This is an optimization exercise on Yosys and OpenROAD, whose aim is small area and a short achievable clock period, not a production implementation.
No functional check of the RTL was part of any run shown here.
Power figures rest on the tool's default switching activity, not on a simulated workload.

==> flow/design.v <==
`timescale 1ns / 1ps
module rf_read_port
    #(parameter DATA_SIZE = 32)
    (
    input wire [8 * DATA_SIZE - 1:0] i_rf,
    input wire [2:0] i_idx,
    input wire i_fwd_res,
    input wire i_fwd_ld,
    input wire [DATA_SIZE - 1:0] i_wr_result,
    output reg [DATA_SIZE - 1:0] o_value
    );
    integer k;
    always @(*)
    begin
        o_value = {DATA_SIZE{i_fwd_res}} & i_wr_result;
        for (k = 0; k < 8; k = k + 1)
            o_value = o_value |
                ({DATA_SIZE{~i_fwd_res & ~i_fwd_ld & (i_idx == k)}} & i_rf[k * DATA_SIZE +: DATA_SIZE]);
    end
endmodule
module late_operand
    #(parameter DATA_SIZE = 32)
    (
    input wire [DATA_SIZE - 1:0] i_value,
    input wire i_ld,
    input wire [DATA_SIZE - 1:0] i_data,
    output wire [DATA_SIZE - 1:0] o_value
    );
    assign o_value = i_value | ({DATA_SIZE{i_ld}} & i_data);
endmodule
module add_unit
    #(parameter DATA_SIZE = 32)
    (
    input wire [DATA_SIZE - 1:0] i_q,
    input wire [DATA_SIZE - 1:0] i_p,
    input wire i_sub,
    output wire [DATA_SIZE - 1:0] o_sum,
    output wire [DATA_SIZE - 1:0] o_and,
    output wire [DATA_SIZE - 1:0] o_xor,
    output wire [DATA_SIZE - 1:0] o_nor
    );
    wire [DATA_SIZE - 1:0] c;
    add_xor #(.DATA_SIZE(DATA_SIZE)) PROP (.i_q(i_q), .i_p(i_p), .i_sub(i_sub), .o_xor(o_xor));
    add_and #(.DATA_SIZE(DATA_SIZE)) GEN (.i_q(i_q), .i_p(i_p), .i_sub(i_sub), .o_and(o_and), .o_nor(o_nor));
    add_prefix #(.DATA_SIZE(DATA_SIZE)) CARRY (.i_g(o_and), .i_p(o_xor), .i_cin(i_sub), .o_c(c));
    add_sum #(.DATA_SIZE(DATA_SIZE)) SUM (.i_p(o_xor), .i_c(c), .o_sum(o_sum));
endmodule
module add_xor
    #(parameter DATA_SIZE = 32)
    (
    input wire [DATA_SIZE - 1:0] i_q,
    input wire [DATA_SIZE - 1:0] i_p,
    input wire i_sub,
    output wire [DATA_SIZE - 1:0] o_xor
    );
    assign o_xor = i_q ^ i_p ^ {DATA_SIZE{i_sub}};
endmodule
module add_and
    #(parameter DATA_SIZE = 32)
    (
    input wire [DATA_SIZE - 1:0] i_q,
    input wire [DATA_SIZE - 1:0] i_p,
    input wire i_sub,
    output wire [DATA_SIZE - 1:0] o_and,
    output wire [DATA_SIZE - 1:0] o_nor
    );
    wire [DATA_SIZE - 1:0] b = i_p ^ {DATA_SIZE{i_sub}};
    assign o_and = i_q & b;
    assign o_nor = ~(i_q | b);
endmodule
module add_prefix
    #(parameter DATA_SIZE = 32)
    (
    input wire [DATA_SIZE - 1:0] i_g,
    input wire [DATA_SIZE - 1:0] i_p,
    input wire i_cin,
    output wire [DATA_SIZE - 1:0] o_c
    );
    wire [DATA_SIZE - 1:0] pg [0:5];
    wire [DATA_SIZE - 1:0] pp [0:5];
    assign pg[0] = {i_g[DATA_SIZE - 2:0], i_cin};
    assign pp[0] = {i_p[DATA_SIZE - 2:0], 1'b0};
    genvar l, j;
    generate
        for (l = 0; l < 5; l = l + 1) begin : pfx
            for (j = 0; j < DATA_SIZE; j = j + 1) begin : pos
                if ((j >> l) & 1) begin : comb
                    assign pg[l + 1][j] = pg[l][j] | (pp[l][j] & pg[l][((j >> l) << l) - 1]);
                    assign pp[l + 1][j] = pp[l][j] & pp[l][((j >> l) << l) - 1];
                end else begin : pass
                    assign pg[l + 1][j] = pg[l][j];
                    assign pp[l + 1][j] = pp[l][j];
                end
            end
        end
    endgenerate
    assign o_c = pg[5];
endmodule
module add_sum
    #(parameter DATA_SIZE = 32)
    (
    input wire [DATA_SIZE - 1:0] i_p,
    input wire [DATA_SIZE - 1:0] i_c,
    output wire [DATA_SIZE - 1:0] o_sum
    );
    assign o_sum = i_p ^ i_c;
endmodule
module shift_unit
    #(parameter DATA_SIZE = 32)
    (
    input wire [DATA_SIZE - 1:0] i_q,
    input wire [4:0] i_n,
    input wire i_left,
    input wire i_arith,
    output wire [DATA_SIZE - 1:0] o_value,
    output wire o_fill
    );
    function [DATA_SIZE - 1:0] rev;
        input [DATA_SIZE - 1:0] x;
        integer k;
        begin
            for (k = 0; k < DATA_SIZE; k = k + 1)
                rev[k] = x[DATA_SIZE - 1 - k];
        end
    endfunction
    assign o_fill = i_arith & i_q[DATA_SIZE - 1];
    wire [DATA_SIZE - 1:0] sh_in = i_left ? rev(i_q) : i_q;
    wire signed [DATA_SIZE:0] sh_ext = {o_fill, sh_in};
    wire signed [DATA_SIZE:0] sh_a = sh_ext >>> i_n;
    assign o_value = sh_a[DATA_SIZE - 1:0];
endmodule
`timescale 1ns / 1ps
module core_pipeline
    #(
      parameter ADDRESS_SIZE = 10,
      parameter DATA_SIZE = 32
     )
    (
    input wire i_clk,
    input wire i_rst_n,
    input wire i_sys_stop,
    input wire i_sys_start,
    input wire signed [DATA_SIZE - 1:0] i_data,
    input wire [15:0] i_instruction,
    output wire o_read,
    output wire o_write,
    output wire [ADDRESS_SIZE - 1:0] o_address,
    output wire signed [DATA_SIZE - 1:0] o_data,
    output wire [ADDRESS_SIZE - 1:0] o_program_counter
    );
    reg r_sys_halt;
    always @(posedge i_clk)
    begin
        if (i_sys_stop)
            r_sys_halt <= 1'b1;
        else if (i_sys_start)
            r_sys_halt <= 1'b0;
    end
    reg [ADDRESS_SIZE - 1:0] r_pc;      
    reg [15:0] r_ir_read;               
    reg [15:0] r_ir_exec;               
    reg        r_wr_we;                 
    reg        r_wr_load;               
    reg [2:0]  r_wr_dest;               
    reg [DATA_SIZE - 1:0] r_wr_result;  
    reg [DATA_SIZE - 1:0] r_rf [0:7];   
    wire [15:0] ir = r_ir_exec;
    wire g_alu  = ir[15:14] == 2'b11;
    wire g_brl  = ir[15:14] == 2'b01;
    wire g_mem  = ir[15:14] == 2'b00;
    wire g_ctrl = ir[15:14] == 2'b10;
    wire i_arith = g_alu & ~ir[13];
    wire i_logic = g_alu & ir[13] & ~ir[9];
    wire i_halt  = g_alu & ir[9];
    wire i_loadc = g_mem & (ir[13:12] == 2'b01);
    wire i_store = g_mem & (ir[13:12] == 2'b10);
    wire i_load  = g_mem & (ir[13:12] == 2'b11);
    wire i_shl   = g_brl & ir[13];
    wire i_shr   = g_brl & ~ir[13];
    wire ex_we = (g_alu & ~ir[9]) | g_brl | i_loadc | i_load;
    wire [2:0] ex_dest = g_mem ? ir[10:8] : ir[8:6];
    wire [15:0] ir_rd = r_ir_read;
    wire [2:0] rd_idx_p = ir_rd[2:0];
    wire [2:0] rd_idx_q = (ir_rd[15:14] == 2'b11) ? ir_rd[5:3] :
                          (ir_rd[15:14] == 2'b00) ? ir_rd[10:8] : ir_rd[8:6];
    wire rd_fwd_p = ex_we & (ex_dest == rd_idx_p);
    wire rd_fwd_q = ex_we & (ex_dest == rd_idx_q);
    reg [2:0] r_idx_q;
    reg r_fwd_p_res, r_fwd_p_ld, r_fwd_q_res, r_fwd_q_ld;
    always @(posedge i_clk)
    begin
        if (~r_sys_halt)
        begin
            r_idx_q <= rd_idx_q;
            r_fwd_p_res <= rd_fwd_p & ~i_load;
            r_fwd_p_ld <= rd_fwd_p & i_load;
            r_fwd_q_res <= rd_fwd_q & ~i_load;
            r_fwd_q_ld <= rd_fwd_q & i_load;
        end
    end
    wire [2:0] idx_p = ir[2:0];
    wire [2:0] idx_q = r_idx_q;
    wire [8 * DATA_SIZE - 1:0] rf_flat = {r_rf[7], r_rf[6], r_rf[5], r_rf[4],
                                          r_rf[3], r_rf[2], r_rf[1], r_rf[0]};
    wire [DATA_SIZE - 1:0] rf_p, rf_q, op_p, op_q;
    rf_read_port #(.DATA_SIZE(DATA_SIZE)) READ_P (
        .i_rf(rf_flat), .i_idx(idx_p), .i_fwd_res(r_fwd_p_res), .i_fwd_ld(r_fwd_p_ld),
        .i_wr_result(r_wr_result), .o_value(rf_p));
    rf_read_port #(.DATA_SIZE(DATA_SIZE)) READ_Q (
        .i_rf(rf_flat), .i_idx(idx_q), .i_fwd_res(r_fwd_q_res), .i_fwd_ld(r_fwd_q_ld),
        .i_wr_result(r_wr_result), .o_value(rf_q));
    late_operand #(.DATA_SIZE(DATA_SIZE)) OP_P (
        .i_value(rf_p), .i_ld(r_fwd_p_ld), .i_data(i_data), .o_value(op_p));
    late_operand #(.DATA_SIZE(DATA_SIZE)) OP_Q (
        .i_value(rf_q), .i_ld(r_fwd_q_ld), .i_data(i_data), .o_value(op_q));
    wire [DATA_SIZE - 1:0] w_wr_value = r_wr_load ? i_data : r_wr_result;
    wire sub = ~ir[13] & ir[12];
    wire [DATA_SIZE - 1:0] sum, g0, p0, n0;
    add_unit #(.DATA_SIZE(DATA_SIZE)) ADDER (
        .i_q(op_q), .i_p(op_p), .i_sub(sub),
        .o_sum(sum), .o_and(g0), .o_xor(p0), .o_nor(n0));
    wire lg_a = i_logic & (ir[11] ? ir[12] : ~ir[12]);                       
    wire lg_x = i_logic & (ir[12] ? ~(ir[11] | ir[10]) : (ir[11] | ir[10]));  
    wire lg_n = i_logic & ir[12];                                             
    function [DATA_SIZE - 1:0] rev;
        input [DATA_SIZE - 1:0] x;
        integer k;
        begin
            for (k = 0; k < DATA_SIZE; k = k + 1)
                rev[k] = x[DATA_SIZE - 1 - k];
        end
    endfunction
    wire [DATA_SIZE - 1:0] sh_r;
    wire sh_fill;
    shift_unit #(.DATA_SIZE(DATA_SIZE)) SHIFTER (
        .i_q(op_q), .i_n(g_brl ? ir[4:0] : 5'd0), .i_left(i_shl), .i_arith(ir[12]),
        .o_value(sh_r), .o_fill(sh_fill));
    wire s_add = i_arith;
    wire s_shr = (i_shr & ~ir[5]) | g_mem;
    wire s_shl = i_shl & ~ir[5];
    wire s_fill = i_shr & ir[5] & sh_fill;
    wire [DATA_SIZE - 1:0] s_shr_v = {{(DATA_SIZE - 8){s_shr}}, {8{s_shr & ~i_loadc}}};
    wire [DATA_SIZE - 1:0] result =
        ({DATA_SIZE{s_add}} & sum) |
        ({DATA_SIZE{lg_a}} & g0) | ({DATA_SIZE{lg_x}} & p0) | ({DATA_SIZE{lg_n}} & n0) |
        (s_shr_v & sh_r) | ({DATA_SIZE{s_shl}} & rev(sh_r)) |
        {{(DATA_SIZE - 8){s_fill}}, {8{s_fill}} | ({8{i_loadc}} & ir[7:0])};
    assign o_read = i_load;
    assign o_write = i_store;
    assign o_address = i_load ? op_p[ADDRESS_SIZE - 1:0] :
                       i_store ? op_q[ADDRESS_SIZE - 1:0] : {ADDRESS_SIZE{1'b0}};
    assign o_data = i_store ? op_p : {DATA_SIZE{1'b0}};
    reg cond;
    always @(*)
    begin
        case (ir[11:9])
            3'd0: cond = op_q[DATA_SIZE - 1];
            3'd1: cond = ~op_q[DATA_SIZE - 1];
            3'd2: cond = op_q == 0;
            3'd3: cond = op_q != 0;
            default: cond = 1'b0;
        endcase
    end
    wire take = g_ctrl & (~ir[12] | cond);
    wire [ADDRESS_SIZE - 1:0] target = ir[13] ? op_p[ADDRESS_SIZE - 1:0] :
        r_pc + {{(ADDRESS_SIZE - 6){ir[5]}}, ir[5:0]};
    always @(posedge i_clk, negedge i_rst_n)
    begin
        if (~i_rst_n)
            r_pc <= 0;
        else if (~r_sys_halt)
        begin
            if (take)
                r_pc <= target;
            else if (~i_halt)
                r_pc <= r_pc + 1'b1;
        end
    end
    assign o_program_counter = r_pc;
    always @(posedge i_clk, negedge i_rst_n)
    begin
        if (~i_rst_n)
        begin
            r_ir_read[15:11] <= 5'd0;
            r_ir_exec[15:11] <= 5'd0;
        end
        else if (~r_sys_halt)
        begin
            if (take)
            begin
                r_ir_read[15:11] <= 5'd0;
                r_ir_exec[15:11] <= 5'd0;
            end
            else
            begin
                r_ir_read[15:11] <= i_instruction[15:11];
                r_ir_exec[15:11] <= r_ir_read[15:11];
            end
        end
    end
    always @(posedge i_clk)
    begin
        if (~r_sys_halt)
        begin
            r_ir_read[10:0] <= i_instruction[10:0];
            r_ir_exec[10:0] <= r_ir_read[10:0];
        end
    end
    always @(posedge i_clk, negedge i_rst_n)
    begin
        if (~i_rst_n)
            r_wr_we <= 1'b0;
        else if (~r_sys_halt)
            r_wr_we <= ex_we;
    end
    always @(posedge i_clk)
    begin
        if (~r_sys_halt)
        begin
            r_wr_load <= i_load;
            r_wr_dest <= ex_dest;
            r_wr_result <= result;
        end
    end
    integer r;
    always @(posedge i_clk, negedge i_rst_n)
    begin
        if (~i_rst_n)
        begin
            for (r = 0; r < 8; r = r + 1)
                r_rf[r] <= 0;
        end
        else if (r_wr_we)
            r_rf[r_wr_dest] <= w_wr_value;
    end
endmodule
==> flow/run.sh <==
#!/bin/bash
# synth_recipe.tcl (not shown) runs the flow's synth.tcl, then flattens the netlist and writes it again
# the make line also repeats each setting of config.mk as NAME=value (left out here)
make -C /OpenROAD-flow-scripts/flow DESIGN_CONFIG=/design/flow/config.mk WORK_HOME=/design/flow/orfs CLKGATE_MAP_FILE= SYNTH_SCRIPT=/design/flow/synth_recipe.tcl finish
==> flow/config.mk <==
export PLATFORM = sky130hd
export DESIGN_NAME = core_pipeline
export DESIGN_NICKNAME = core_pipeline
export VERILOG_FILES = /design/flow/design.v
export SDC_FILE = /design/flow/constraint.sdc
export NUM_CORES = 4
export LEC_CHECK = 0
export CAP_MARGIN = 20
export CORE_MARGIN = 2
export CORE_UTILIZATION = 40
export PLACE_DENSITY = 0.45
export SLEW_MARGIN = 20
export SYNTH_HIERARCHICAL = 1
==> flow/constraint.sdc <==
create_clock -name core_clock -period 7.0 [get_ports {i_clk}]
set_input_delay 1.4000 -clock core_clock [delete_from_list [all_inputs] [get_ports {i_clk}]]
set_output_delay 1.4000 -clock core_clock [all_outputs]
set_load 0.01 [all_outputs]
==> results of run 1 <==
==> power by group <==
group / leakage [nW] / internal, mW / switching (mW) / total [mW]
combinational: 7.85 / 2.42 / 3.48 / 5.90
sequential: 3.79 / 2.93 / 0.842 / 3.78
clock: 0.661 / 1.25 / 0.947 / 2.20
total: 12.3 / 6.61 / 5.27 / 11.9
==> layout by cell type (no fill, tap or decap), types with 19 or more instances in the layout <==
master / Yosys / routed
a221oi_1: 35 / 35
dfrtp_1: 277 / 277
o22ai_1: 84 / 84
clkbuf_16: 0 / 43
a21oi_1: 153 / 153
a21o_1: 82 / 82
xor3_1: 30 / 30
mux2_2: 25 / 25
mux4_2: 32 / 32
and2_1: 66 / 66
or3_1: 38 / 38
inv_1: 34 / 33
a211o_1: 31 / 31
o21ai_0: 185 / 185
mux2i_1: 310 / 310
nand2_1: 310 / 310
nand3_1: 46 / 46
o221ai_1: 19 / 19
xor2_1: 70 / 70
nor2_1: 235 / 230
a222oi_1: 32 / 32
edfxtp_1: 65 / 65
clkdlybuf4s50_1: 0 / 104
buf_4: 10 / 59
==> per-stage QoR <==
stage               power (mW)  area (um2)
CTS                      11.80       27900
global route             12.56       27900
global placement         9.500       26540
finish                   11.88       27900
floorplan                7.592       24950
detailed placement       9.546       26540
==> worst max path at each step <==
stage                            start               to  cells after the start
after global routing       r_fwd_q_res  r_wr_result[31]                     16
after floorplan           r_ir_exec[2]  r_wr_result[14]                     17
final                      r_fwd_q_res  r_wr_result[28]                     16
after detailed placement    r_idx_q[2]  r_wr_result[31]                     15
after global placement     r_fwd_q_res  r_wr_result[28]                     16
after CTS                   r_idx_q[2]     o_address[2]                      6
==> synthesized netlist by cell type, types with 7 or more instances <==
library cell	instances
nand3_1	46
nand2_1	310
buf_2	50
a21o_1	82
nor3_1	20
buf_6	20
a222oi_1	32
buf_1	11
a31oi_1	9
o221ai_1	19
edfxtp_1	65
nor2_1	235
and2_1	66
or4b_1	8
xnor2_1	11
a211o_1	31
mux4_1	9
nand4_1	17
o21ai_1	17
xor2_1	70
dfrtp_1	277
inv_1	34
a21o_2	7
a22o_1	11
o211ai_1	11
a221oi_1	35
a211oi_1	8
o32ai_1	15
o21ai_0	185
or3_1	38
mux2i_1	310
xor3_1	30
o31ai_1	7
buf_4	10
and3_1	12
mux4_2	32
nand3b_1	15
clkbuf_1	120
mux2_2	25
o22ai_1	84
ha_1	10
nor4_1	12
a21oi_1	153
nand2b_1	10
==> kinds of logic after synthesis <==
group	after synthesis
AO/OA/AOI/OAI	757
multiplexers	377
adder cells (fa/ha/maj)	11
AND/OR/NAND/NOR	818
buffers and inverters	253
XOR/XNOR	113
flip-flops	343
==> final cells by class <==
cell class,instances,area [um2]
multi-input cells,2076,14860
diodes,1,2.502
well taps,837,1047
clock buffers,65,1219
repair buffers,168,1579
clock inverters,11,145.1
inverters,38,142.6
flip-flops and latches,343,8904
fillers,6042,33810
==> sequential cells by signal (all words and copies together) (netlist names) <==
name	flops
r_rf	256
r_wr_result	32
r_ir_exec	16
r_ir_read	16
r_pc	10
r_idx_q	3
r_wr_dest	3
r_fwd_p_ld	1
r_fwd_p_res	1
r_fwd_q_ld	1
r_fwd_q_res	1
r_sys_halt	1
r_wr_load	1
r_wr_we	1
==> metal layers <==
metal	global-route usage, %	share of wire (%)	up-vias
li1	-	-	9881
met1	44.09	45	11020
met2	49.02	45	917
met3	4.097	6.4	193
met4	11.87	4.0	0
met5	0	0	-
==> flow_summary.toml, run 1 <==
[clock_tree]
clk-insertion-delay-late_ps = 610
htree_levels = 2
root_buffer = "clkbuf_16"
clock-sinks = 343
cts_tree = "done"
cts_resized = 0
cts_hold_buf = 0
postCtsSetupBuffers = 0
clk_pin_slew_ps = 60
cts_made_buffers = 43
cts_buffer_depth = 3

[sta]
min_period_ps = 5859
setup_violations = 0
hold_violations = 0
fin_tns_setup_ps = 0
relSlewSlack_pct = 24.67
finalCritPeriodShare_pct = 83.70
drv_slew = 0
fin_ws_ps = 1141
skew_ps = 42.23
hold_slack_ps = 453.9
grt_setup_unrepaired = "no"
max_freq_mhz = 170.7
worst_pin_slew_ps = 1118

[detailed_routing]
wl_per_cell_um = 28.73
final_antenna_net_count = 0
drcViolationCount = 0
vias = 22020
drt_iter0_markers = 2469
wl_um = 101700
drt-vias-per-instance = 6.221
firstDrtPassIters = 7

[place]
dp_worst_setup_slack_ps = 1325
gp_congestion = 0.9538
hpwl_um = 71510
post-place-cells = 3462
port_buffers = 105

[floorplan]
row_count = 91
fp.dieW_um = 253.7
start_util_pct = 40.42
core_um2 = 61710
boundaryPins = 106
die_area_um2 = 64380
die_h_um = 253.7

[logic_synthesis]
synth_area_leader_cell = "dfrtp_1"
synth_area_leaders = "dfrtp_1 (28%), mux2i_1 (12%), edfxtp_1 (7.8%)"
synth_xor_area_share_pct = 5.924
synthesis.instances = 2672
yosysSeqAreaShare_pct = 35.69
synth-simple-area-share_pct = 15.12
synth_warnings = 11
ys_types = 88
synth_top_area_share_pct = 27.79
synth_top_family_by_area = "compound AO/OA/AOI/OAI gates"
synth_compound_area_share_pct = 20.16
synth_area_um2 = 24950
synthArstFlopShare_pct = 80.76
yosys-mux-area-fraction_pct = 17.47
synth_nets = 2735
synth_seq_cells = 343
ys.flop_type = "dfrtp_1"
synthAdderAreaFrac_pct = 0.5818
synth_edf_count = 65
postSynthAreaPerCell_um2 = 9.336

[status]
status = "no timing/DRC/antenna violations"

[layout]
stdcell_count = 3539
area_growth_pct = 11.85
layout-drive-gt1-share_pct = 8.330
layout.nets = 2733
final_core_util_pct = 45.21

[worst_setup_path]
cp-start-kind = "flip-flop"
worstPathCellList = "buf_4 > or4b_1 > o32ai_1 > or3_1 > a21o_1 > xor3_1 > nand2_1 > o21ai_0 > a221oi_1 > o31ai_4 > a31oi_2 > o21ai_0 > a21o_1 > xor2_1 > a221oi_1 > nand3_1"
crit_family = "compound AO/OA/AOI/OAI gates"
reg2reg_setup_slack_ps = 1140
worst-path-max-fanout = 21
reg2regPathDepth = 16
cp_num_buf_inv = 1
slowest_stage = "or4b_1"
max_stage_delay_ps = 1020
crit_arrival_ps = 6160
worst_setup_path_end_kind = "flip-flop"
reg2reg_to = "r_wr_result[28]"
r2r_start = "r_fwd_q_res"
crit_required_ps = 7300
path_class = "flip-flop to flip-flop"

[min_path]
hp-start = "r_ir_read[10]"
hold_path_depth = 0
hp-class = "flip-flop to flip-flop"
hold_end = "r_ir_exec[10]"

[global_routing]
grt_pass1_vias = 21050
antenna_found_initial = 0
globalRouteTotalUtil_pct = 31.31
grt_pass1_wl_um = 148300
overflow = 0
grt_max_degree = 118

[job]
drv_cap = 0

[power]
worst_ir_drop_vdd_mv = 0.1773
p_leak_nw = 12.30
powerDensity_nw_per_um2 = 425.7
==> run 2, diff against run 1 <==
--- a/flow/config.mk
+++ b/flow/config.mk
@@ -5,9 +5,11 @@
 export SDC_FILE = /design/flow/constraint.sdc
 export NUM_CORES = 4
 export LEC_CHECK = 0
+export ABC_AREA = 1
 export CAP_MARGIN = 20
 export CORE_MARGIN = 2
 export CORE_UTILIZATION = 40
 export PLACE_DENSITY = 0.45
+export SETUP_SLACK_MARGIN = 1.5
 export SLEW_MARGIN = 20
 export SYNTH_HIERARCHICAL = 1
==> run 2 against run 1 <==
  * Combinational power down 2%
  * Routed wire length up 20%
  * Hold slack worse by 4.1 ps
  * Clock skew is 1.7 ps lower
  * Largest power group unchanged
  * Still clean on timing, DRC and antenna
  * Sequential share of layout area decreased by 4.3 points
  * Register-to-register slack gained 800 ps
  * Sequential power shrank 2%
  * Synthesized cell count is 62% higher
==> flow_summary.toml, run 2 <==
[logic_synthesis]
synthesis.instances = 4323
ys_types = 57
synth_seq_cells = 343
postSynthAreaPerCell_um2 = 6.635
synth_area_um2 = 28690
ys.flop_type = "dfrtp_1"
synth_top_area_share_pct = 24.16
synthTopCellsByCount = "nand2_1 (1575), nand3_1 (530), inv_1 (508)"
synth_area_leaders = "dfrtp_1 (24%), nand2_1 (21%), mux2_2 (11%)"
yosysSeqAreaShare_pct = 31.04
synthArstFlopShare_pct = 80.76
synth_edf_count = 65
synth_warnings = 11
synth_area_leader_cell = "dfrtp_1"
yosysMostFrequentCell = "nand2_1"
synth_nets = 4386

[power]
p_seq_share_pct = 31.3
powerDensity_nw_per_um2 = 368.0
worst_ir_drop_vdd_mv = 0.2001
p_int_mw = 6.326
power_mw = 11.86
p_leak_nw = 16.45
combPwrFrac_pct = 48.7
p_switching_mw = 5.538
clkPwrFrac_pct = 20.1
switching_share_pct = 46.68

[worst_setup_path]
crit_start = "r_fwd_q_ld"
worstSetupEndpoint = "o_address[2]"
crit_arrival_ps = 3970
max_stage_delay_ps = 610
worstPathCellList = "nor2_8 > buf_8 > nand4_1 > nand2_1 > nor2_1 > nand3_1 > inv_1 > nand2_1 > inv_1 > o22ai_1 > clkdlybuf4s50_1"
r2r_start = "r_idx_q[2]"
reg2regPathDepth = 26
worst_setup_path_end_kind = "primary output"
path_class = "flip-flop to primary output"
worst-path-max-fanout = 81
reg2reg_to = "r_wr_result[24]"
reg2reg_setup_slack_ps = 1940
cp-start-kind = "flip-flop"
slowest_stage = "clkdlybuf4s50_1"
crit_required_ps = 5600

[global_routing]
overflow = 0
globalRouteTotalUtil_pct = 32.44
antenna_found_initial = 1
grt_pass1_wl_um = 180900
grt_pass1_vias = 27380
grt_max_degree = 114

[place]
port_buffers = 105
gp_congestion = 0.9589
hpwl_um = 79870
post-place-cells = 5202

[sta]
finalCritPeriodShare_pct = 76.76
relSlewSlack_pct = 27.12
worst_pin_slew_ps = 1091
hold_violations = 0
drv_slew = 0
skew_ps = 40.52
grt_setup_unrepaired = "no"
setup_violations = 0
max_freq_mhz = 186.1
hold_slack_ps = 449.8
fin_tns_setup_ps = 0
min_period_ps = 5373

[floorplan]
row_count = 98
core_um2 = 71240
start_util_pct = 40.26
die_h_um = 271.8
die_area_um2 = 73870
fp.dieW_um = 271.8
boundaryPins = 106

[detailed_routing]
drt-vias-per-instance = 5.480
wl_um = 122000
vias = 29190
wl_per_cell_um = 22.91
final_antenna_net_count = 0
drcViolationCount = 0
firstDrtPassIters = 5
drt_iter0_markers = 2924

[layout]
largest_reg_flops = 256
layout-drive-gt1-share_pct = 12.96
stdcell_count = 5326
antenna_cells = 0
top_regs = "r_rf x256, r_wr_result x32"
final_common_cell = "nand2_1"
regMostFlops = "r_rf"
layout_common_cells = "nand2_1 (1574), nand3_1 (530), inv_1 (507)"
layout.nets = 4405
area_growth_pct = 12.38

[clock_tree]
clk_pin_slew_ps = 60
cts_hold_buf = 0
cts_buffer_depth = 3
cts_made_buffers = 44
htree_levels = 2
cts_tree = "done"
root_buffer = "clkbuf_16"
clock-sinks = 343
clk-insertion-delay-late_ps = 610

[status]
status = "no timing/DRC/antenna violations"

[job]
drv_cap = 0

[min_path]
hp-class = "flip-flop to flip-flop"
[run 2: routing by layer]
metal / GRT usage [%] / share of wire (%)
met5: 0 / 0.0074
met2: 50.84 / 45
met3: 4.078 / 6.9
met4: 11.39 / 3.5
met1: 45.90 / 45
[run 2: logic make-up after synthesis]
kind of cell	share of synthesized area [%]
adders and majority gates	0.5060
xor gates and xnor gates	0.5496
buffers and inverters	11.88
AOI/OAI and AO/OA	3.241
DFF	31.04
muxes	11.34
and+or+nand+nor	41.45
[run 2: critical path, delay by kind of cell (launching register included)]
kind,cells,cell delay [ps]
buf+inv,4,1280
compound gates,1,300
flops,1,580
simple gates,6,1140
[run 2: through the flow]
| stage | setup WS, ps | area, um2 | util, % |
|---|---|---|---|
| floorplan | 3467 | 28690 | - |
| global placement | 1521 | 30240 | 42.45 |
| detailed placement | 1462 | 30240 | 42.45 |
| CTS | 1527 | 32050 | 44.99 |
| global route | 1506 | 32240 | 45.25 |
| finish | 1627 | 32240 | 45.25 |
[run 2: worst min path at each step]
stage	cells past startpoint	slack (ps)	endpoint	start
after floorplan	0	430	r_ir_exec[3]	r_ir_read[3]
after global placement	0	440	r_ir_exec[7]	r_ir_read[7]
after detailed placement	0	440	r_ir_exec[10]	r_ir_read[10]
after CTS	0	450	r_ir_exec[10]	r_ir_read[10]
after global routing	0	470	r_ir_exec[4]	r_ir_read[4]
final	0	450	r_ir_exec[10]	r_ir_read[10]
[run 2: timing repair]
action                                  4_1_cts  5_1_grt
buffers inserted                             28       11
cloned                                        3        2
endpoints found under the setup margin       40       14
resized for setup                             4        6
pin swaps                                     7        4
[run 2: power groups by stage]
stage          Sequential [mW]  Combinational, mW  Clock [mW]
3_3_place_gp              3.73               5.62           0
6_report                  3.71               5.78        2.38
3_5_place_dp              3.70               5.63           0
2_1_floorplan             3.44               4.00           0
5_1_grt                   3.82               6.37        2.51
4_1_cts                   3.68               5.68        2.43
[run 2: final cells by class]
cell class / count / area [um2]
multi-input combinational: 3211 / 16570
tap: 950 / 1189
fill: 7503 / 39000
inverter: 532 / 2013
clock buffer: 68 / 1272
clock inverter: 12 / 198.9
timing repair buffer: 210 / 2088
sequential: 343 / 8904
==> run 3, diff against run 2 <==
==> flow/flow/run.sh (new file) <==
#!/bin/bash
# Layout flow: the standard flow (standard.sh, unchanged synthesis),
# with the port buffers made of buf_4 cells instead of the slow delay-cell
# buffers the resizer otherwise picks (and cannot resize away).
set -euo pipefail
echo 'export BUFFER_PORTS_ARGS = -buffer_cell sky130_fd_sc_hd__buf_4' >> config.mk
bash standard.sh > standard_flow.log 2>&1
==> flow/standard.sh (new file) <==
#!/bin/bash
# synth_recipe.tcl (not shown) runs the flow's synth.tcl, then flattens the netlist and writes it again
# the make line also repeats each setting of config.mk as NAME=value (left out here)
make -C /OpenROAD-flow-scripts/flow DESIGN_CONFIG=/design/flow/config.mk WORK_HOME=/design/flow/orfs CLKGATE_MAP_FILE= SYNTH_SCRIPT=/design/flow/synth_recipe.tcl "${@:-finish}"
--- a/flow/config.mk
+++ b/flow/config.mk
@@ -5,11 +5,11 @@
 export SDC_FILE = /design/flow/constraint.sdc
 export NUM_CORES = 4
 export LEC_CHECK = 0
-export ABC_AREA = 1
 export CAP_MARGIN = 20
 export CORE_MARGIN = 2
 export CORE_UTILIZATION = 40
 export PLACE_DENSITY = 0.45
-export SETUP_SLACK_MARGIN = 1.5
+export SETUP_SLACK_MARGIN = 2.0
 export SLEW_MARGIN = 20
 export SYNTH_HIERARCHICAL = 1
+export BUFFER_PORTS_ARGS = -buffer_cell sky130_fd_sc_hd__buf_4
removed: flow/run.sh
==> run 3 against run 2 <==
  * Still clean on timing, DRC and antenna
  * Hold slack better by 6.4 ps
  * Core utilization rose by 0.58 points
  * Sequential cell count unchanged
  * Global-route usage fell by 0.29 points
  * Clock power is 5% lower
  * Combinational power increased by 4.8%
  * Register-to-register slack improved by 170 ps
  * Clock skew rose by 2.9 ps
  * Synthesized area is 13% lower
  * Fmax up 9.8%
  * Clock-buffer cell count decreased by 2
  * Via count decreased by 24%
==> flow_summary.toml, run 3 <==
[status]
status = "no timing/DRC/antenna violations"

[worst_setup_path]
worst_setup_path_end_kind = "flip-flop"
crit_arrival_ps = 5190
reg2reg_setup_slack_ps = 2110
worst-path-max-fanout = 12
path_class = "flip-flop to flip-flop"
crit_family = "compound AO/OA/AOI/OAI gates"
crit_required_ps = 7300
cp_common_cell = "a21o_1"
worstPathCellList = "buf_4 > or4bb_4 > o22ai_1 > or3_1 > a21o_2 > xor3_4 > a21o_4 > a31o_4 > a31oi_4 > o21bai_1 > a21o_1 > a21o_1 > a21o_1 > xor2_1 > a221oi_2 > nand3_1"
cp_num_buf_inv = 1
cp-start-kind = "flip-flop"
max_stage_delay_ps = 680
slowest_stage = "or4bb_4"

[floorplan]
start_util_pct = 40.42
boundaryPins = 106
fp.dieW_um = 253.7
row_count = 91
die_area_um2 = 64380
core_um2 = 61710
die_h_um = 253.7

[sta]
hold_slack_ps = 456.2
drv_slew = 0
hold_violations = 0
fin_tns_setup_ps = 0
min_period_ps = 4892
max_freq_mhz = 204.4
relSlewSlack_pct = 27.20
finalCritPeriodShare_pct = 69.88
grt_setup_unrepaired = "yes"
worst_pin_slew_ps = 1084
skew_ps = 43.41
setup_violations = 0

[logic_synthesis]
ys_types = 88
synthesis.instances = 2672
yosysSeqAreaShare_pct = 35.69
synthArstFlopShare_pct = 80.76
synth_area_leader_cell = "dfrtp_1"
synth_area_um2 = 24950
synth_edf_count = 65
synth_warnings = 11
synth_top_area_share_pct = 27.79
ys.flop_type = "dfrtp_1"
synth_nets = 2735
synthTopCellsByCount = "mux2i_1 (310), nand2_1 (310), dfrtp_1 (277)"
synth_seq_cells = 343
postSynthAreaPerCell_um2 = 9.336
synth_area_leaders = "dfrtp_1 (28%), mux2i_1 (12%), edfxtp_1 (7.8%)"

[clock_tree]
cts_hold_buf = 0
cts_tree = "done"
htree_levels = 2
cts_buffer_depth = 3
root_buffer = "clkbuf_16"
clock-sinks = 343
clk_pin_slew_ps = 60
clk-insertion-delay-late_ps = 610
cts_made_buffers = 43

[power]
powerDensity_nw_per_um2 = 428.3
worst_ir_drop_vdd_mv = 0.1886
combPwrFrac_pct = 50.0
p_seq_share_pct = 31.3
p_switching_mw = 5.399
p_int_mw = 6.712
clkPwrFrac_pct = 18.7
p_leak_nw = 12.66
switching_share_pct = 44.58

[global_routing]
overflow = 0
antenna_found_initial = 2
globalRouteTotalUtil_pct = 32.16
grt_max_degree = 108
grt_pass1_vias = 21390
grt_pass1_wl_um = 151400

[detailed_routing]
drcViolationCount = 0
wl_um = 105000
drt-vias-per-instance = 6.220
final_antenna_net_count = 0
wl_per_cell_um = 29.37
firstDrtPassIters = 8
drt_iter0_markers = 2383
vias = 22230

[layout]
area_growth_pct = 13.37
stdcell_count = 3574
final_common_cell = "nand2_1"
largest_reg_flops = 256
regMostFlops = "r_rf"
top_regs = "r_rf x256, r_wr_result x32"
final_core_util_pct = 45.83
layout_common_cells = "nand2_1 (310), mux2i_1 (309), dfrtp_1 (277)"
layout.nets = 2764
layout-drive-gt1-share_pct = 15.75

[place]
post-place-cells = 3457
gp_congestion = 0.9634
port_buffers = 105
hpwl_um = 72720

[min_path]
hp-class = "flip-flop to flip-flop"

[job]
drv_cap = 0
run 3: metrics by stage:
| stage | power (mW) | area (um2) | setup WS, ps |
|---|---|---|---|
| 2_1_floorplan | 7.592 | 24950 | 2592 |
| 3_3_place_gp | 9.545 | 26230 | 1109 |
| 3_5_place_dp | 9.557 | 26230 | 1108 |
| 4_1_cts | 11.93 | 27930 | 2000 |
| 5_1_grt | 12.80 | 28280 | 1977 |
| 6_report | 12.11 | 28280 | 2108 |
run 3: cell families (layout without fill, tap and decap cells):
group / Yosys count / in the layout / synth area share [%]
AND/OR/NAND/NOR: 818 / 820 / 15.12
AO/OA/AOI/OAI: 757 / 757 / 20.16
multiplexers: 377 / 377 / 17.47
flip-flops: 343 / 343 / 35.69
buffers and inverters: 253 / 315 / 5.051
XOR/XNOR: 113 / 113 / 5.924
adder cells (fa/ha/maj): 11 / 11 / 0.5818
other: 0 / 1 / 0
run 3: worst register-to-register path, cell delays in order, from the launching register on:
cell      delay [ps]
edfxtp_1         510
buf_4            320
or4bb_4          690
o22ai_1          170
or3_1            130
a21o_2           230
xor3_4           410
a21o_4           250
a31o_4           260
a31oi_4          280
o21bai_1         160
a21o_1           230
a21o_1           200
a21o_1           180
xor2_1           160
a221oi_2         270
nand3_1          130
run 3: timing repair:
action / 4_1_cts / 5_1_grt
endpoints found under the setup margin: 67 / 23
resized for setup: 46 / 51
buffers inserted: 14 / 19
pin swaps: 5 / 13
gates cloned: 1 / 2
run 3: power by group through the flow:
stage	clock network, mW	logic [mW]	registers [mW]
2_1_floorplan	0	4.13	3.46
6_report	2.26	6.06	3.79
3_5_place_dp	0	5.77	3.79
4_1_cts	2.31	5.84	3.77
3_3_place_gp	0	5.75	3.79
5_1_grt	2.39	6.50	3.91
run 3: layout make-up:
class	count	area, um2
Clock inverter	14	140.1
Timing Repair Buffer	197	1659
Inverter	38	142.6
Multi-Input combinational cell	2078	15100
Tap cell	837	1047
Fill cell	6003	33430
Antenna cell	1	2.502
Sequential cell	343	8904
Clock buffer	66	1284
run 3: worst paths after layout:
path	from	to	cells past startpoint
setup / recovery	r_idx_q[1]	r_wr_result[14]	16
hold / removal	r_ir_read[10]	r_ir_exec[10]	0
setup reg to reg	r_idx_q[1]	r_wr_result[14]	16
hold reg to reg	r_ir_read[10]	r_ir_exec[10]	0
max in group asynchronous	i_rst_n	r_rf[5][25]	2
min in group asynchronous	i_rst_n	r_rf[4][13]	1
run 3: routing by layer:
metal / GRT usage, % / up-vias / wire length [um] / share of wire (%)
met2: 49.88 / 934 / 47070 / 45
li1: - / 9952 / - / -
met1: 44.96 / 11150 / 45790 / 44
met3: 5.244 / 195 / 7829 / 7.5
met4: 12.32 / 0 / 4278 / 4.1
met5: 0 / - / 0 / 0
==> run 4, diff against run 3 <==
--- a/flow/config.mk
+++ b/flow/config.mk
@@ -9,7 +9,7 @@
 export CORE_MARGIN = 2
 export CORE_UTILIZATION = 40
 export PLACE_DENSITY = 0.45
-export SETUP_SLACK_MARGIN = 2.0
+export SETUP_SLACK_MARGIN = 3.0
 export SLEW_MARGIN = 20
 export SYNTH_HIERARCHICAL = 1
 export BUFFER_PORTS_ARGS = -buffer_cell sky130_fd_sc_hd__buf_4
==> run 4 against run 3 <==
  * Still clean
  * Sequential power is essentially flat
  * Global-route usage grew 2.1 points
  * Routed wire length grew 7.2%
  * Non-clock buffer count grew 240
  * Fmax grew 6.4%
  * Critical path type unchanged
  * Critical endpoint is now r_wr_result[13]
  * Highest routed layer unchanged
==> flow_summary.toml, run 4 <==
[status]
status = "no timing/DRC/antenna violations"

[worst_setup_path]
worstPathCellList = "buf_12 > or4b_4 > buf_12 > buf_12 > o22ai_1 > a211o_1 > a21o_2 > mux4_2 > buf_4 > mux2i_4 > mux4_2 > o21ai_0 > a222oi_1 > nand3_1"
crit_start = "r_fwd_q_res"
slowest_stage = "o21ai_0"
cp_common_cell = "buf_12"
cp_num_buf_inv = 4
worst_setup_path_end_kind = "flip-flop"
crit_required_ps = 7450
worst-path-max-fanout = 8
path_class = "flip-flop to flip-flop"
cp-start-kind = "flip-flop"
crit_arrival_ps = 5050
max_stage_delay_ps = 730
crit_family = "compound AO/OA/AOI/OAI gates"
r2r_start = "r_fwd_q_res"

[clock_tree]
clk-insertion-delay-late_ps = 600
cts_hold_buf = 0
root_buffer = "clkbuf_16"
cts_made_buffers = 43
htree_levels = 2
clock-sinks = 343
cts_tree = "done"
cts_buffer_depth = 3
clk_pin_slew_ps = 60

[floorplan]
row_count = 91
core_um2 = 61710
boundaryPins = 106
die_h_um = 253.7
die_area_um2 = 64380
start_util_pct = 40.42
fp.dieW_um = 253.7

[sta]
grt_setup_unrepaired = "yes"
skew_ps = 42.74
setup_violations = 0
hold_violations = 0
drv_slew = 0
max_freq_mhz = 217.5
min_period_ps = 4597
worst_pin_slew_ps = 1244
fin_ws_ps = 2403
relSlewSlack_pct = 16.44
fin_tns_setup_ps = 0
finalCritPeriodShare_pct = 65.67

[logic_synthesis]
synth_area_um2 = 24950
synth_nets = 2735
synth_area_leader_cell = "dfrtp_1"
postSynthAreaPerCell_um2 = 9.336
synth_area_leaders = "dfrtp_1 (28%), mux2i_1 (12%), edfxtp_1 (7.8%)"
yosysSeqAreaShare_pct = 35.69
synth_top_area_share_pct = 27.79
ys_types = 88
ys.flop_type = "dfrtp_1"
synthesis.instances = 2672
synthArstFlopShare_pct = 80.76
synth_warnings = 11
synth_seq_cells = 343
synth_edf_count = 65
synthTopCellsByCount = "mux2i_1 (310), nand2_1 (310), dfrtp_1 (277)"

[global_routing]
overflow = 0
grt_max_degree = 121
grt_pass1_wl_um = 161000
grt_pass1_vias = 22770
antenna_found_initial = 3
globalRouteTotalUtil_pct = 34.23

[power]
worst_ir_drop_vdd_mv = 0.1869
p_leak_nw = 14.57
powerDensity_nw_per_um2 = 418.7

[detailed_routing]
drt-vias-per-instance = 6.227
drt_iter0_markers = 2372
vias = 23770
wl_um = 112500
wl_per_cell_um = 29.48
final_antenna_net_count = 0
firstDrtPassIters = 9
drcViolationCount = 0

[layout]
fillCellCount = 5610
largest_reg_flops = 256
layout-drive-gt1-share_pct = 31.82
layout_common_cells = "nand2_1 (300), buf_4 (279), dfrtp_1 (276)"
layout.nets = 3008
final_common_cell = "nand2_1"
fin_area_um2 = 33270
regMostFlops = "r_rf"
top_regs = "r_rf x256, r_wr_result x32"
area_growth_pct = 33.39

[place]
placed_area_um2 = 26220
hpwl_um = 70470
dp_worst_setup_slack_ps = 1360
port_buffers = 105
gp_congestion = 0.9248

[job]
drv_cap = 0

[min_path]
hp-class = "flip-flop to flip-flop"
hp-start = "r_ir_read[10]"
-- run 4: cell counts after synthesis --
No cell type changed its count.
-- run 4: repair_timing --
item,CTS,global route
resized for setup,400,231
gates cloned,25,5
pin swaps,122,116
endpoints found under the setup margin,95,95
setup buffers,176,80
-- run 4: cell families (layout without fill, tap and decap cells) --
logic type               Yosys count  after routing  share of synthesized area (%)
adder cells (fa/ha/maj)           11             11                         0.5818
multiplexers                     377            377                          17.47
XOR/XNOR                         113            113                          5.924
buffers and inverters            253            554                          5.051
flip-flops                       343            343                          35.69
other                              0              1                              0
AND/OR/NAND/NOR                  818            824                          15.12
AO/OA/AOI/OAI                    757            757                          20.16
-- run 4: path summary, 6_finish.rpt --
kind | end | slack (ps) | depth (start not counted)
worst max-delay path | r_wr_result[13] | 2400 | 14
worst min-delay path | r_ir_exec[10] | 460 | 0
worst max register to register | r_wr_result[13] | 2400 | 14
worst min register to register | r_ir_exec[10] | 460 | 0
max in group asynchronous | r_rf[6][18] | 4740 | 2
min in group asynchronous | r_rf[1][6] | 880 | 1
-- run 4: final cells by class --
type | instances | area, um2 | share of cell area, %
multi-input combinational | 2082 | 17070 | 51.30
inverter | 38 | 145.1 | 0.4362
sequential | 343 | 8905 | 26.76
tap | 837 | 1047 | 3.147
antenna | 1 | 2.502 | 0.007521
clock buffer | 68 | 1281 | 3.851
clock inverter | 11 | 121.4 | 0.3648
timing repair buffer | 437 | 4701 | 14.13
-- run 4: worst reg2reg max path: cells and delay by family (launching register included) --
kind                   cells  cell delay, ps
AND/OR/NAND/NOR            2             760
flip-flops                 1             460
multiplexers               3             970
AO/OA/AOI/OAI              5            1640
buffers and inverters      4             640
-- run 4: report_power, final --
group	switching, mW	internal, mW	leakage (nW)
registers	0.858	2.93	3.79
logic	4.27	3.61	10.1
clock network	0.955	1.30	0.691
total	6.08	7.85	14.6
-- run 4: layer usage --
layer	up-vias	track usage, %	share of wire (%)
met5	-	0	0
met4	0	15.23	4.8
met3	250	5.285	7.3
met2	1058	54.94	46
met1	12010	45.71	41
li1	10460	-	-
-- run 4: stage by stage --
step | power, mW | util, % | cells | hold WS, ps
finish | 13.93 | 53.92 | 3817 | 457.7
global route | 14.60 | 53.92 | 3817 | 479.9
CTS | 13.03 | 50.84 | 3731 | 460.1
detailed placement | 9.537 | 42.49 | 3451 | 449.5
global placement | 9.495 | 42.49 | 3451 | 446.6
floorplan | 7.607 | - | 2672 | 418.0
==> run 5, diff against run 4 <==
--- a/flow/design.v
+++ b/flow/design.v
@@ -3,9 +3,8 @@
     #(parameter DATA_SIZE = 32)
     (
     input wire [8 * DATA_SIZE - 1:0] i_rf,
-    input wire [2:0] i_idx,
+    input wire [7:0] i_sel,
     input wire i_fwd_res,
-    input wire i_fwd_ld,
     input wire [DATA_SIZE - 1:0] i_wr_result,
     output reg [DATA_SIZE - 1:0] o_value
     );
@@ -14,8 +13,7 @@
     begin
         o_value = {DATA_SIZE{i_fwd_res}} & i_wr_result;
         for (k = 0; k < 8; k = k + 1)
-            o_value = o_value |
-                ({DATA_SIZE{~i_fwd_res & ~i_fwd_ld & (i_idx == k)}} & i_rf[k * DATA_SIZE +: DATA_SIZE]);
+            o_value = o_value | ({DATA_SIZE{i_sel[k]}} & i_rf[k * DATA_SIZE +: DATA_SIZE]);
     end
 endmodule
 module late_operand
@@ -185,29 +183,32 @@
                           (ir_rd[15:14] == 2'b00) ? ir_rd[10:8] : ir_rd[8:6];
     wire rd_fwd_p = ex_we & (ex_dest == rd_idx_p);
     wire rd_fwd_q = ex_we & (ex_dest == rd_idx_q);
-    reg [2:0] r_idx_q;
+    reg [7:0] r_sel_p, r_sel_q;
     reg r_fwd_p_res, r_fwd_p_ld, r_fwd_q_res, r_fwd_q_ld;
+    integer s;
     always @(posedge i_clk)
     begin
         if (~r_sys_halt)
         begin
-            r_idx_q <= rd_idx_q;
+            for (s = 0; s < 8; s = s + 1)
+            begin
+                r_sel_p[s] <= ~rd_fwd_p & (rd_idx_p == s);
+                r_sel_q[s] <= ~rd_fwd_q & (rd_idx_q == s);
+            end
             r_fwd_p_res <= rd_fwd_p & ~i_load;
             r_fwd_p_ld <= rd_fwd_p & i_load;
             r_fwd_q_res <= rd_fwd_q & ~i_load;
             r_fwd_q_ld <= rd_fwd_q & i_load;
         end
     end
-    wire [2:0] idx_p = ir[2:0];
-    wire [2:0] idx_q = r_idx_q;
     wire [8 * DATA_SIZE - 1:0] rf_flat = {r_rf[7], r_rf[6], r_rf[5], r_rf[4],
                                           r_rf[3], r_rf[2], r_rf[1], r_rf[0]};
     wire [DATA_SIZE - 1:0] rf_p, rf_q, op_p, op_q;
     rf_read_port #(.DATA_SIZE(DATA_SIZE)) READ_P (
-        .i_rf(rf_flat), .i_idx(idx_p), .i_fwd_res(r_fwd_p_res), .i_fwd_ld(r_fwd_p_ld),
+        .i_rf(rf_flat), .i_sel(r_sel_p), .i_fwd_res(r_fwd_p_res),
         .i_wr_result(r_wr_result), .o_value(rf_p));
     rf_read_port #(.DATA_SIZE(DATA_SIZE)) READ_Q (
-        .i_rf(rf_flat), .i_idx(idx_q), .i_fwd_res(r_fwd_q_res), .i_fwd_ld(r_fwd_q_ld),
+        .i_rf(rf_flat), .i_sel(r_sel_q), .i_fwd_res(r_fwd_q_res),
         .i_wr_result(r_wr_result), .o_value(rf_q));
     late_operand #(.DATA_SIZE(DATA_SIZE)) OP_P (
         .i_value(rf_p), .i_ld(r_fwd_p_ld), .i_data(i_data), .o_value(op_p));
--- a/flow/config.mk
+++ b/flow/config.mk
@@ -9,7 +9,7 @@
 export CORE_MARGIN = 2
 export CORE_UTILIZATION = 40
 export PLACE_DENSITY = 0.45
-export SETUP_SLACK_MARGIN = 3.0
+export SETUP_SLACK_MARGIN = 2.0
 export SLEW_MARGIN = 20
 export SYNTH_HIERARCHICAL = 1
 export BUFFER_PORTS_ARGS = -buffer_cell sky130_fd_sc_hd__buf_4
==> run 5 against run 4 <==
  * Combinational power shrank 38%
  * Still clean on timing, DRC and antenna
  * Fmax shrank 4.0%
  * Sequential cell count grew 13
  * Clock power grew 9.7%
  * Critical path depth grew 2
  * Power shrank 19%
  * Register-to-register slack lost 190 ps
  * Sequential power grew 3%
  * Global-route usage shrank 2.2 points
==> flow_summary.toml, run 5 <==
[layout]
multi_input_area_um2 = 13540
top_regs = "r_rf x256, r_wr_result x32"
layout.nets = 2540
final_common_cell = "dfrtp_1"
regArea_um2 = 9295
fin_area_um2 = 27000
regMostFlops = "r_rf"
largest_reg_flops = 256
fillCellCount = 5650
area_growth_pct = 13.35
layout_common_cells = "dfrtp_1 (276), nand2_1 (245), nor2_1 (223)"
layout-drive-gt1-share_pct = 16.95

[clock_tree]
cts_made_buffers = 44
cts_buffer_depth = 3
clk-insertion-delay-late_ps = 610
clk_pin_slew_ps = 60
cts_tree = "done"
clock-sinks = 356
cts_hold_buf = 0
root_buffer = "clkbuf_16"
htree_levels = 2

[floorplan]
core_um2 = 58910
row_count = 89
start_util_pct = 40.43
die_h_um = 248.0
die_area_um2 = 61510
fp.dieW_um = 248.0
boundaryPins = 106

[place]
gp_congestion = 0.9119
port_buffers = 105
placed_area_um2 = 25080
hpwl_um = 66460
dp_worst_setup_slack_ps = 1903

[logic_synthesis]
synth_seq_cells = 356
synthArstFlopShare_pct = 77.81
synthTopCellsByCount = "dfrtp_1 (277), nand2_1 (245), nor2_1 (230)"
yosysSeqAreaShare_pct = 39.02
synth_nets = 2497
synth_area_um2 = 23820
synth_area_leaders = "dfrtp_1 (29%), edfxtp_1 (9.8%), a222oi_1 (4.0%)"
synth_top_area_share_pct = 29.10
synth_area_leader_cell = "dfrtp_1"
ys.flop_type = "dfrtp_1"
ys_types = 85
synth_warnings = 11
synth_edf_count = 78
synthesis.instances = 2434
yosysMostFrequentCell = "dfrtp_1"
postSynthAreaPerCell_um2 = 9.785

[min_path]
hold_path_depth = 0
hp-class = "flip-flop to flip-flop"
hold_end = "r_ir_exec[10]"
hp-start = "r_ir_read[10]"

[power]
worst_ir_drop_vdd_mv = 0.2416
switching_share_pct = 41.88
powerDensity_nw_per_um2 = 417.7
power_mw = 11.28
clkPwrFrac_pct = 21.9
combPwrFrac_pct = 43.4
p_seq_share_pct = 34.6
p_int_mw = 6.555
p_leak_nw = 10.98
p_switching_mw = 4.723

[sta]
hold_violations = 0
drv_slew = 0
skew_ps = 32.90
grt_setup_unrepaired = "yes"
fin_ws_ps = 2214
finalCritPeriodShare_pct = 68.37
fin_tns_setup_ps = 0
worst_pin_slew_ps = 1182
min_period_ps = 4786
setup_violations = 0
relSlewSlack_pct = 20.40
max_freq_mhz = 208.9

[worst_setup_path]
worst-path-max-fanout = 27
r2r_start = "r_sel_p[0]"
path_class = "flip-flop to flip-flop"
reg2reg_setup_slack_ps = 2210
reg2reg_to = "r_wr_result[25]"
worst_setup_path_end_kind = "flip-flop"
cp-start-kind = "flip-flop"
crit_arrival_ps = 5100
crit_required_ps = 7320
reg2regPathDepth = 16

[detailed_routing]
drt_iter0_markers = 2969
wl_um = 99400
firstDrtPassIters = 9
drcViolationCount = 0
wl_per_cell_um = 30.24
drt-vias-per-instance = 6.472
vias = 21270
final_antenna_net_count = 0

[global_routing]
grt_max_degree = 153
globalRouteTotalUtil_pct = 32.00
grt_pass1_wl_um = 143800
overflow = 0
antenna_found_initial = 0
grt_pass1_vias = 20370

[job]
drv_cap = 0

[status]
status = "no timing/DRC/antenna violations"
-- run 5: cell count changes after synthesis, sizes merged, moves of 64 or more --
cell and change:
a221oi +64, a222oi +64, mux2i -231, nand2 -65, nand3 +69, o22ai -79
-- run 5: worst max-delay path: stages, from the launching register on --
cell and delay (ps):
edfxtp_1 540, buf_4 360, a222oi_1 290, nand3_1 280
a21o_1 390, xor3_1 510, nand2_1 100, o21ai_0 120
a221oi_1 460, o31ai_4 210, a31oi_2 280, inv_1 130
nand2_1 120, a21boi_0 110, xor2_1 170, a221oi_1 310
nand3_1 130
-- run 5: layout make-up --
| cell class | count | share of cell area, % |
|---|---|---|
| sequential | 356 | 34.43 |
| antenna | 1 | 0.009269 |
| tap | 773 | 3.582 |
| inverter | 25 | 0.3522 |
| timing repair buffer | 192 | 5.654 |
| clock buffer | 66 | 4.949 |
| clock inverter | 16 | 0.8759 |
| multi-input combinational | 1858 | 50.15 |
-- run 5: power by group through the flow --
stage	Clock, mW	Combinational, mW	Sequential [mW]
detailed placement	0	4.76	3.91
global route	2.60	5.31	4.02
finish	2.48	4.90	3.90
global placement	0	4.72	3.89
floorplan	0	3.45	3.64
CTS	2.52	4.77	3.89
-- run 5: cells by family after synthesis --
logic type	after synthesis	share of synthesized area, %
buffers and inverters	221	4.512
AO/OA/AOI/OAI	849	27.29
AND/OR/NAND/NOR	735	13.75
multiplexers	147	8.536
flip-flops	356	39.02
XOR/XNOR	115	6.278
adder cells (fa/ha/maj)	11	0.6094
-- run 5: how the worst max path moves through the flow --
stage,startpoint,endpoint,slack (ps),cells past startpoint
2_1_floorplan,i_data[0],r_wr_result[14],2770,12
3_3_place_gp,r_ir_exec[12],r_wr_result[28],1860,14
3_5_place_dp,r_ir_exec[12],r_wr_result[28],1900,14
4_1_cts,r_sel_p[3],r_wr_result[28],2010,15
5_1_grt,r_ir_exec[14],r_wr_result[4],2000,8
6_report,r_sel_p[0],r_wr_result[25],2210,16
-- run 5: what timing repair did --
action                     4_1_cts  5_1_grt
setup endpoints to repair        7       25
gates cloned                     1        0
buffers inserted                 0       35
gates resized for setup          0        5
pin swaps                        1        1
-- run 5: layer usage --
layer | global-route usage [%] | wire, um
met2 | 51.01 | 45570
met5 | 0 | 0
met4 | 13.90 | 4184
met1 | 43.08 | 42260
met3 | 5.096 | 7380
-- run 5: stage by stage --
stage               hold WS [ps]  cells  utilization [%]
global route               468.3   3286            45.83
finish                     448.3   3287            45.83
global placement           432.3   3168            42.58
floorplan                  418.0   2434                -
detailed placement         437.0   3168            42.58
CTS                        451.6   3251            45.26
==> run 6, diff against run 5 <==
--- a/flow/config.mk
+++ b/flow/config.mk
@@ -9,7 +9,7 @@
 export CORE_MARGIN = 2
 export CORE_UTILIZATION = 40
 export PLACE_DENSITY = 0.45
-export SETUP_SLACK_MARGIN = 2.0
+export SETUP_SLACK_MARGIN = 2.5
 export SLEW_MARGIN = 20
 export SYNTH_HIERARCHICAL = 1
 export BUFFER_PORTS_ARGS = -buffer_cell sky130_fd_sc_hd__buf_4
==> run 6 against run 5 <==
  * Sequential share of layout area is 0.50 points lower
  * Clock-buffer cell count is the same
  * Largest power group unchanged
  * Critical endpoint is now r_wr_result[31]
  * Highest routed layer unchanged
  * Register-to-register slack better by 350 ps
  * Routed wire length up 1.1%
  * Via count up 0.79%
  * Critical path type unchanged
  * Still clean on timing, DRC and antenna
==> flow_summary.toml, run 6 <==
[worst_setup_path]
crit_required_ps = 7330
max_stage_delay_ps = 430
cp-start-kind = "flip-flop"
crit_arrival_ps = 4760
path_class = "flip-flop to flip-flop"
r2r_start = "r_sel_q[4]"
worstPathCellList = "buf_4 > a222oi_1 > nand3_1 > a21o_2 > xor3_1 > a31o_4 > a31oi_4 > o31ai_4 > a31oi_4 > o211a_1 > o31ai_1 > xor2_1 > a221oi_1 > nand3_1"
worstSetupEndpoint = "r_wr_result[31]"
slowest_stage = "o31ai_4"
reg2reg_to = "r_wr_result[31]"
crit_start = "r_sel_q[4]"
reg2reg_setup_slack_ps = 2570
worst-path-max-fanout = 32
reg2regPathDepth = 14
worst_setup_path_end_kind = "flip-flop"

[layout]
fin_area_um2 = 27390
layout-drive-gt1-share_pct = 19.63
final_core_util_pct = 46.50
stdcell_count = 3306
largest_reg_flops = 256
layout.nets = 2559
area_growth_pct = 15.01
final_common_cell = "dfrtp_1"
top_regs = "r_rf x256, r_wr_result x32"
layout_common_cells = "dfrtp_1 (276), nand2_1 (245), nor2_1 (223)"
regMostFlops = "r_rf"

[detailed_routing]
vias = 21440
wl_um = 100500
drcViolationCount = 0
drt_iter0_markers = 2870
final_antenna_net_count = 0
wl_per_cell_um = 30.39
drt-vias-per-instance = 6.486
firstDrtPassIters = 9

[floorplan]
core_um2 = 58910
row_count = 89
die_area_um2 = 61510
boundaryPins = 106
fp.dieW_um = 248.0
start_util_pct = 40.43
die_h_um = 248.0

[logic_synthesis]
synth_area_leader_cell = "dfrtp_1"
synthArstFlopShare_pct = 77.81
synthesis.instances = 2434
synth_edf_count = 78
postSynthAreaPerCell_um2 = 9.785
synthTopCellsByCount = "dfrtp_1 (277), nand2_1 (245), nor2_1 (230)"
yosysMostFrequentCell = "dfrtp_1"
synth_warnings = 11
ys.flop_type = "dfrtp_1"
yosysSeqAreaShare_pct = 39.02
synth_top_area_share_pct = 29.10
synth_nets = 2497
synth_area_leaders = "dfrtp_1 (29%), edfxtp_1 (9.8%), a222oi_1 (4.0%)"
synth_seq_cells = 356
ys_types = 85
synth_area_um2 = 23820

[global_routing]
grt_pass1_vias = 20620
globalRouteTotalUtil_pct = 32.32
overflow = 0
grt_max_degree = 153
grt_pass1_wl_um = 145100
antenna_found_initial = 0

[clock_tree]
clock-sinks = 356
clk-insertion-delay-late_ps = 610
cts_hold_buf = 0
clk_pin_slew_ps = 60
htree_levels = 2
cts_tree = "done"
root_buffer = "clkbuf_16"
cts_made_buffers = 44
cts_buffer_depth = 3

[place]
placed_area_um2 = 25080
gp_congestion = 0.9119
post-place-cells = 3168
hpwl_um = 66460
port_buffers = 105
dp_worst_setup_slack_ps = 1903

[sta]
setup_violations = 0
fin_tns_setup_ps = 0
grt_setup_unrepaired = "yes"
skew_ps = 30.12
worst_pin_slew_ps = 1103
hold_slack_ps = 449.5
fin_ws_ps = 2565
finalCritPeriodShare_pct = 63.35
min_period_ps = 4435
relSlewSlack_pct = 25.53
hold_violations = 0
max_freq_mhz = 225.5
drv_slew = 0

[status]
status = "no timing/DRC/antenna violations"

[power]
worst_ir_drop_vdd_mv = 0.2396
powerDensity_nw_per_um2 = 416.8
power_mw = 11.42
p_leak_nw = 11.11

[job]
drv_cap = 0

[min_path]
hp-class = "flip-flop to flip-flop"
## run 6: worst min-delay path by stage
stage	from	to	slack, ps	cells past startpoint
floorplan	r_ir_read[10]	r_ir_exec[10]	420	0
global placement	r_ir_read[10]	r_ir_exec[10]	430	0
detailed placement	r_ir_read[10]	r_ir_exec[10]	440	0
CTS	r_ir_read[10]	r_ir_exec[10]	450	0
global route	r_ir_read[9]	r_ir_exec[9]	470	0
finish	r_ir_read[10]	r_ir_exec[10]	450	0
## run 6: critical path: cells and delay by family, from the launching register on
family	cells	cell delay, ps
buffers and inverters	1	320
flip-flops	1	350
AND/OR/NAND/NOR	2	400
AO/OA/AOI/OAI	9	2580
XOR/XNOR	2	470
## run 6: kinds of logic after synthesis
| kind of cell | count (synthesis) | share of synthesized area [%] |
|---|---|---|
| AOI/OAI and AO/OA | 849 | 27.29 |
| xor gates and xnor gates | 115 | 6.278 |
| and+or+nand+nor | 735 | 13.75 |
| adders and majority gates | 11 | 0.6094 |
| muxes | 147 | 8.536 |
| buffers and inverters | 221 | 4.512 |
| DFF | 356 | 39.02 |
## run 6: per-layer routing
layer / track usage [%] / vias to the layer above / share of wire (%) / routed length, um
met1: 43.37 / 10790 / 42 / 42210
li1: - / 9451 / - / -
met3: 5.193 / 204 / 7.5 / 7507
met4: 14.64 / 0 / 4.7 / 4696
met5: 0 / - / 0 / 0
met2: 51.36 / 994 / 46 / 46050
## run 6: cell type report
cell class                      instances  area [um2]
Antenna cell                            1       2.502
Clock buffer                           66        1336
Clock inverter                         16       236.5
Fill cell                            5623       31510
Inverter                               25       95.09
Multi-Input combinational cell       1859       13780
Sequential cell                       356        9295
Tap cell                              773       967.2
Timing Repair Buffer                  210        1679
## run 6: repair_timing
item                       4_1_cts  5_1_grt
setup buffers                   35       18
resized for setup               16       71
pin swaps                        2       21
setup endpoints to repair       38       27
cloned                           2        0
## run 6: power by group
group / leakage (nW) / internal, mW / switching [mW]
registers: 3.89 / 3.02 / 0.885
logic: 6.45 / 2.13 / 2.91
clock network: 0.769 / 1.48 / 0.996

[static timing again, ports no longer ideal]
Ports are ideal in the flow. The routed layouts listed here were re-timed in OpenROAD.
Step 1: set_driving_cell puts a clkbuf_16 on i_clk and a buf_2 on each other input, an assumption about the parent block.
Step 2 times the ports against the registers' clock, not the clock port: input delays grow and output delays shrink by t, the midpoint of the rising clock arrivals with the driver on.
a / b / c = ideal / step 1 / step 2; a / b = the first two.
run | t, ns | setup slack, ns | hold slack, ns | clock arrival spread, ns | pins driven straight from the clock port
run 1 | 0.648 | 1.141 / 1.098 / 1.141 | 0.454 / 0.454 / 0.454 | 0.042 / 0.042 | 1
run 2 | 0.668 | 1.627 / 1.553 / 1.935 | 0.450 / 0.450 / 0.450 | 0.040 / 0.040 | 1
run 3 | 0.651 | 2.108 / 2.108 / 2.108 | 0.456 / 0.456 / 0.456 | 0.044 / 0.043 | 1
run 4 | 0.646 | 2.403 / 2.353 / 2.395 | 0.458 / 0.458 / 0.458 | 0.043 / 0.042 | 1
run 5 | 0.659 | 2.214 / 2.214 / 2.080 | 0.448 / 0.448 / 0.448 | 0.033 / 0.033 | 1
run 6 | 0.662 | 2.565 / 2.565 / 2.320 | 0.450 / 0.450 / 0.450 | 0.030 / 0.030 | 1
After both steps every run listed still meets setup and hold. For run 6, which loses most, drivers alone change the setup slack by 0.000 ns; drivers and shift together by -0.245 ns.
